Background: an optimization exercise with open tools, aiming at small area and a short achievable clock period. Do not read the settings as production practice.
In this exercise RTL edits were held to simulation tests only and were not proved equivalent to the original.
No activity file was given, so power comes from the tool's default toggle rates.

==> inputs of 06-19 <==
==> flow/design.v (excerpt) <==
module scarf_2_edge_counters
  ( input  logic        clk,
    input  logic        rst_n_sync,
    input  logic  [7:0] data_in,
    input  logic        data_in_valid,
    input  logic        data_in_finished,
    input  logic  [6:0] slave_id,
    input  logic        rnw,
    output logic  [7:0] read_data_out,
    input  logic        gpio_0_in,
    input  logic        gpio_1_in
    );
==> flow/config.mk <==
export PLATFORM = sky130hd
export DESIGN_NAME = scarf_2_edge_counters
export DESIGN_NICKNAME = scarf_2_edge_counters
export VERILOG_FILES = /design/flow/design.v
export SDC_FILE = /design/flow/constraint.sdc
export NUM_CORES = 4
export LEC_CHECK = 0
export CAP_MARGIN = 20
export CORE_MARGIN = 2
export CORE_UTILIZATION = 40
export SETUP_SLACK_MARGIN = 2.9
export SLEW_MARGIN = 20
==> flow/constraint.sdc <==
create_clock -name core_clock -period 6.0 [get_ports {clk}]
set_input_delay 1.2000 -clock core_clock [delete_from_list [all_inputs] [get_ports {clk}]]
set_output_delay 1.2000 -clock core_clock [all_outputs]
set_load 0.01 [all_outputs]
standard.sh (not shown) runs the stock make flow with config.mk's settings and CLKGATE_MAP_FILE= SYNTH_SCRIPT=/design/flow/synth_recipe.tcl, a recipe that flattens the netlist after the stock synthesis.
==> flow/flow/run.sh <==
#!/bin/bash
# Standard layout, with slow wide OR cells and two-stage AND/NOR cells with
# inverted inputs added to the don't-use list so that synthesis maps the
# read-data logic to faster gates. Each tool's output stays in orfs/logs.
set -euo pipefail
EXTRA="sky130_fd_sc_hd__and4bb_1 sky130_fd_sc_hd__and4bb_2 sky130_fd_sc_hd__and4bb_4 sky130_fd_sc_hd__and4b_1 sky130_fd_sc_hd__and4b_2 sky130_fd_sc_hd__and4b_4 sky130_fd_sc_hd__and3b_1 sky130_fd_sc_hd__and3b_2 sky130_fd_sc_hd__and3b_4 sky130_fd_sc_hd__nor4bb_1 sky130_fd_sc_hd__nor4bb_2 sky130_fd_sc_hd__nor4bb_4 sky130_fd_sc_hd__nor4b_1 sky130_fd_sc_hd__nor4b_2 sky130_fd_sc_hd__nor4b_4 sky130_fd_sc_hd__nor3b_1 sky130_fd_sc_hd__nor3b_2 sky130_fd_sc_hd__nor3b_4  sky130_fd_sc_hd__or4_1 sky130_fd_sc_hd__or4_2 sky130_fd_sc_hd__or4_4 sky130_fd_sc_hd__or4b_1 sky130_fd_sc_hd__or4b_2 sky130_fd_sc_hd__or4b_4 sky130_fd_sc_hd__or4bb_1 sky130_fd_sc_hd__or4bb_2 sky130_fd_sc_hd__or4bb_4 sky130_fd_sc_hd__or3_1 sky130_fd_sc_hd__or3_2 sky130_fd_sc_hd__or3_4 sky130_fd_sc_hd__or3b_1 sky130_fd_sc_hd__or3b_2 sky130_fd_sc_hd__or3b_4"
PLATFORM_DONT_USE="sky130_fd_sc_hd__probe_p_8 sky130_fd_sc_hd__probec_p_8 sky130_fd_sc_hd__lpflow_bleeder_1 sky130_fd_sc_hd__lpflow_clkbufkapwr_1 sky130_fd_sc_hd__lpflow_clkbufkapwr_16 sky130_fd_sc_hd__lpflow_clkbufkapwr_2 sky130_fd_sc_hd__lpflow_clkbufkapwr_4 sky130_fd_sc_hd__lpflow_clkbufkapwr_8 sky130_fd_sc_hd__lpflow_clkinvkapwr_1 sky130_fd_sc_hd__lpflow_clkinvkapwr_16 sky130_fd_sc_hd__lpflow_clkinvkapwr_2 sky130_fd_sc_hd__lpflow_clkinvkapwr_4 sky130_fd_sc_hd__lpflow_clkinvkapwr_8 sky130_fd_sc_hd__lpflow_decapkapwr_12 sky130_fd_sc_hd__lpflow_decapkapwr_3 sky130_fd_sc_hd__lpflow_decapkapwr_4 sky130_fd_sc_hd__lpflow_decapkapwr_6 sky130_fd_sc_hd__lpflow_decapkapwr_8 sky130_fd_sc_hd__lpflow_inputiso0n_1 sky130_fd_sc_hd__lpflow_inputiso0p_1 sky130_fd_sc_hd__lpflow_inputiso1n_1 sky130_fd_sc_hd__lpflow_inputiso1p_1 sky130_fd_sc_hd__lpflow_inputisolatch_1 sky130_fd_sc_hd__lpflow_isobufsrc_1 sky130_fd_sc_hd__lpflow_isobufsrc_16 sky130_fd_sc_hd__lpflow_isobufsrc_2 sky130_fd_sc_hd__lpflow_isobufsrc_4 sky130_fd_sc_hd__lpflow_isobufsrc_8 sky130_fd_sc_hd__lpflow_isobufsrckapwr_16 sky130_fd_sc_hd__lpflow_lsbuf_lh_hl_isowell_tap_1 sky130_fd_sc_hd__lpflow_lsbuf_lh_hl_isowell_tap_2 sky130_fd_sc_hd__lpflow_lsbuf_lh_hl_isowell_tap_4 sky130_fd_sc_hd__lpflow_lsbuf_lh_isowell_4 sky130_fd_sc_hd__lpflow_lsbuf_lh_isowell_tap_1 sky130_fd_sc_hd__lpflow_lsbuf_lh_isowell_tap_2 sky130_fd_sc_hd__lpflow_lsbuf_lh_isowell_tap_4 "
bash standard.sh DONT_USE_CELLS="$PLATFORM_DONT_USE $EXTRA" finish > standard.log 2>&1
==> 12-04 (differences from 06-19) <==
==> flow/flow/run.sh (replaced) <==
#!/bin/bash
# Standard layout, with slow wide OR cells and AND cells (two-stage, inverting
# inside) added to the don't-use list so that synthesis maps the
# read-data logic to faster gates. Each tool's output stays in orfs/logs.
set -euo pipefail
EXTRA="sky130_fd_sc_hd__and4bb_1 sky130_fd_sc_hd__and4bb_2 sky130_fd_sc_hd__and4bb_4 sky130_fd_sc_hd__and4b_1 sky130_fd_sc_hd__and4b_2 sky130_fd_sc_hd__and4b_4 sky130_fd_sc_hd__and3b_1 sky130_fd_sc_hd__and3b_2 sky130_fd_sc_hd__and3b_4 sky130_fd_sc_hd__nor4bb_1 sky130_fd_sc_hd__nor4bb_2 sky130_fd_sc_hd__nor4bb_4 sky130_fd_sc_hd__nor4b_1 sky130_fd_sc_hd__nor4b_2 sky130_fd_sc_hd__nor4b_4 sky130_fd_sc_hd__nor3b_1 sky130_fd_sc_hd__nor3b_2 sky130_fd_sc_hd__nor3b_4 sky130_fd_sc_hd__and4_1 sky130_fd_sc_hd__and4_2 sky130_fd_sc_hd__and4_4 sky130_fd_sc_hd__and3_1 sky130_fd_sc_hd__and3_2 sky130_fd_sc_hd__and3_4 sky130_fd_sc_hd__or4_1 sky130_fd_sc_hd__or4_2 sky130_fd_sc_hd__or4_4 sky130_fd_sc_hd__or4b_1 sky130_fd_sc_hd__or4b_2 sky130_fd_sc_hd__or4b_4 sky130_fd_sc_hd__or4bb_1 sky130_fd_sc_hd__or4bb_2 sky130_fd_sc_hd__or4bb_4 sky130_fd_sc_hd__or3_1 sky130_fd_sc_hd__or3_2 sky130_fd_sc_hd__or3_4 sky130_fd_sc_hd__or3b_1 sky130_fd_sc_hd__or3b_2 sky130_fd_sc_hd__or3b_4"
PLATFORM_DONT_USE="sky130_fd_sc_hd__probe_p_8 sky130_fd_sc_hd__probec_p_8 sky130_fd_sc_hd__lpflow_bleeder_1 sky130_fd_sc_hd__lpflow_clkbufkapwr_1 sky130_fd_sc_hd__lpflow_clkbufkapwr_16 sky130_fd_sc_hd__lpflow_clkbufkapwr_2 sky130_fd_sc_hd__lpflow_clkbufkapwr_4 sky130_fd_sc_hd__lpflow_clkbufkapwr_8 sky130_fd_sc_hd__lpflow_clkinvkapwr_1 sky130_fd_sc_hd__lpflow_clkinvkapwr_16 sky130_fd_sc_hd__lpflow_clkinvkapwr_2 sky130_fd_sc_hd__lpflow_clkinvkapwr_4 sky130_fd_sc_hd__lpflow_clkinvkapwr_8 sky130_fd_sc_hd__lpflow_decapkapwr_12 sky130_fd_sc_hd__lpflow_decapkapwr_3 sky130_fd_sc_hd__lpflow_decapkapwr_4 sky130_fd_sc_hd__lpflow_decapkapwr_6 sky130_fd_sc_hd__lpflow_decapkapwr_8 sky130_fd_sc_hd__lpflow_inputiso0n_1 sky130_fd_sc_hd__lpflow_inputiso0p_1 sky130_fd_sc_hd__lpflow_inputiso1n_1 sky130_fd_sc_hd__lpflow_inputiso1p_1 sky130_fd_sc_hd__lpflow_inputisolatch_1 sky130_fd_sc_hd__lpflow_isobufsrc_1 sky130_fd_sc_hd__lpflow_isobufsrc_16 sky130_fd_sc_hd__lpflow_isobufsrc_2 sky130_fd_sc_hd__lpflow_isobufsrc_4 sky130_fd_sc_hd__lpflow_isobufsrc_8 sky130_fd_sc_hd__lpflow_isobufsrckapwr_16 sky130_fd_sc_hd__lpflow_lsbuf_lh_hl_isowell_tap_1 sky130_fd_sc_hd__lpflow_lsbuf_lh_hl_isowell_tap_2 sky130_fd_sc_hd__lpflow_lsbuf_lh_hl_isowell_tap_4 sky130_fd_sc_hd__lpflow_lsbuf_lh_isowell_4 sky130_fd_sc_hd__lpflow_lsbuf_lh_isowell_tap_1 sky130_fd_sc_hd__lpflow_lsbuf_lh_isowell_tap_2 sky130_fd_sc_hd__lpflow_lsbuf_lh_isowell_tap_4 "
bash standard.sh DONT_USE_CELLS="$PLATFORM_DONT_USE $EXTRA" finish > standard.log 2>&1
SETUP_SLACK_MARGIN = 3.3   (was 2.9)
TNS_END_PERCENT = 5   (was default)
==> 04-12 (differences from 06-19) <==
==> flow/flow/run.sh (replaced) <==
#!/bin/bash
# Standard layout, with slow wide OR cells, AND cells (two-stage, inverting
# inside) and NOR4 cells added to the don't-use list so that synthesis maps the
# read-data logic to faster gates. Each tool's output stays in orfs/logs.
set -euo pipefail
EXTRA="sky130_fd_sc_hd__and4bb_1 sky130_fd_sc_hd__and4bb_2 sky130_fd_sc_hd__and4bb_4 sky130_fd_sc_hd__and4b_1 sky130_fd_sc_hd__and4b_2 sky130_fd_sc_hd__and4b_4 sky130_fd_sc_hd__and3b_1 sky130_fd_sc_hd__and3b_2 sky130_fd_sc_hd__and3b_4 sky130_fd_sc_hd__nor4bb_1 sky130_fd_sc_hd__nor4bb_2 sky130_fd_sc_hd__nor4bb_4 sky130_fd_sc_hd__nor4b_1 sky130_fd_sc_hd__nor4b_2 sky130_fd_sc_hd__nor4b_4 sky130_fd_sc_hd__nor3b_1 sky130_fd_sc_hd__nor3b_2 sky130_fd_sc_hd__nor3b_4 sky130_fd_sc_hd__and4_1 sky130_fd_sc_hd__and4_2 sky130_fd_sc_hd__and4_4 sky130_fd_sc_hd__and3_1 sky130_fd_sc_hd__and3_2 sky130_fd_sc_hd__and3_4 sky130_fd_sc_hd__nor4_1 sky130_fd_sc_hd__nor4_2 sky130_fd_sc_hd__nor4_4 sky130_fd_sc_hd__or4_1 sky130_fd_sc_hd__or4_2 sky130_fd_sc_hd__or4_4 sky130_fd_sc_hd__or4b_1 sky130_fd_sc_hd__or4b_2 sky130_fd_sc_hd__or4b_4 sky130_fd_sc_hd__or4bb_1 sky130_fd_sc_hd__or4bb_2 sky130_fd_sc_hd__or4bb_4 sky130_fd_sc_hd__or3_1 sky130_fd_sc_hd__or3_2 sky130_fd_sc_hd__or3_4 sky130_fd_sc_hd__or3b_1 sky130_fd_sc_hd__or3b_2 sky130_fd_sc_hd__or3b_4"
PLATFORM_DONT_USE="sky130_fd_sc_hd__probe_p_8 sky130_fd_sc_hd__probec_p_8 sky130_fd_sc_hd__lpflow_bleeder_1 sky130_fd_sc_hd__lpflow_clkbufkapwr_1 sky130_fd_sc_hd__lpflow_clkbufkapwr_16 sky130_fd_sc_hd__lpflow_clkbufkapwr_2 sky130_fd_sc_hd__lpflow_clkbufkapwr_4 sky130_fd_sc_hd__lpflow_clkbufkapwr_8 sky130_fd_sc_hd__lpflow_clkinvkapwr_1 sky130_fd_sc_hd__lpflow_clkinvkapwr_16 sky130_fd_sc_hd__lpflow_clkinvkapwr_2 sky130_fd_sc_hd__lpflow_clkinvkapwr_4 sky130_fd_sc_hd__lpflow_clkinvkapwr_8 sky130_fd_sc_hd__lpflow_decapkapwr_12 sky130_fd_sc_hd__lpflow_decapkapwr_3 sky130_fd_sc_hd__lpflow_decapkapwr_4 sky130_fd_sc_hd__lpflow_decapkapwr_6 sky130_fd_sc_hd__lpflow_decapkapwr_8 sky130_fd_sc_hd__lpflow_inputiso0n_1 sky130_fd_sc_hd__lpflow_inputiso0p_1 sky130_fd_sc_hd__lpflow_inputiso1n_1 sky130_fd_sc_hd__lpflow_inputiso1p_1 sky130_fd_sc_hd__lpflow_inputisolatch_1 sky130_fd_sc_hd__lpflow_isobufsrc_1 sky130_fd_sc_hd__lpflow_isobufsrc_16 sky130_fd_sc_hd__lpflow_isobufsrc_2 sky130_fd_sc_hd__lpflow_isobufsrc_4 sky130_fd_sc_hd__lpflow_isobufsrc_8 sky130_fd_sc_hd__lpflow_isobufsrckapwr_16 sky130_fd_sc_hd__lpflow_lsbuf_lh_hl_isowell_tap_1 sky130_fd_sc_hd__lpflow_lsbuf_lh_hl_isowell_tap_2 sky130_fd_sc_hd__lpflow_lsbuf_lh_hl_isowell_tap_4 sky130_fd_sc_hd__lpflow_lsbuf_lh_isowell_4 sky130_fd_sc_hd__lpflow_lsbuf_lh_isowell_tap_1 sky130_fd_sc_hd__lpflow_lsbuf_lh_isowell_tap_2 sky130_fd_sc_hd__lpflow_lsbuf_lh_isowell_tap_4 "
bash standard.sh DONT_USE_CELLS="$PLATFORM_DONT_USE $EXTRA" finish > standard.log 2>&1
TNS_END_PERCENT = 5   (was default)
==> qor summary <==
metric	04-12	12-04	06-19
Effective utilization at floorplan	40.63%	40.44%	40.68%
Area of the core	30670 sq um	30430 sq um	30670 sq um
Run status	no timing/DRC/antenna violations	no timing/DRC/antenna violations	no timing/DRC/antenna violations
Cell internal pwr	2576 uW	2584 uW	2643 uW
Vias per inst	5.839	5.723	6.028
Type of the worst setup path	in2out	in2reg	in2out
Actual transition at the worst max-transition pin	0.9775 ns	0.9430 ns	1.009 ns
Met3 Routed Length	3483 um	2514 um	3385 um
Combinational Power	64.8 uW	64.2 uW	78.2 uW
Fin cells	1824	1865	1853
Global-route track usage on met2	39.54%	41.64%	44.05%
Final clock period utilization by the worst path	60.13%	57.46%	58.72%
Count of placed standard cells including taps	1742	1787	1733
Wire length after detailed routing	42920 um	42160 um	46180 um
Overall power	3281 uW	3316 uW	3408 uW
Core Util, Final	47.60%	48.28%	51.95%
Global placement routability congestion	1.023	0.9688	1.061
Critical Path End	read_data_out[7]	u_scarf_regmap_4_edge_counters.rd_q[5]	read_data_out[4]
Fmax	277.2 MHz	290.1 MHz	283.8 MHz
Number of gates on the worst path with buffers counted	8	8	7
Met2 wirelength from detailed routing	18460 um	19420 um	20670 um

## afterwards: timing with drivers on the ports
In the flow no input, the clock included, has a driving cell. The finished layouts below were timed again as built, in two steps. Step 1 sets driving cells, clkbuf_16 on the clock port and buf_2 on the other inputs (assumed; they add their load-dependent delay and slew). Step 2 also shifts input and output timing later by t, the mid clock arrival at the registers, as if the neighbouring blocks saw the same clock. Slacks: no drivers / after step 1 / after step 2; pairs: no drivers / after step 1.
| run | t (ns) | setup slack, ns | clock arrival spread, ns |
|---|---|---|---|
| 06-19 | 0.593 | 2.477 / 2.445 / 2.223 | 0.013 / 0.013 |
| 12-04 | 0.605 | 2.553 / 2.513 / 1.978 | 0.022 / 0.022 |
| 04-12 | 0.585 | 2.392 / 2.360 / 1.858 | 0.011 / 0.011 |
After both steps every run listed still meets setup and hold. The setup slack of 12-04, which loses most, moves by -0.040 ns with the drivers and by -0.575 ns with both steps.
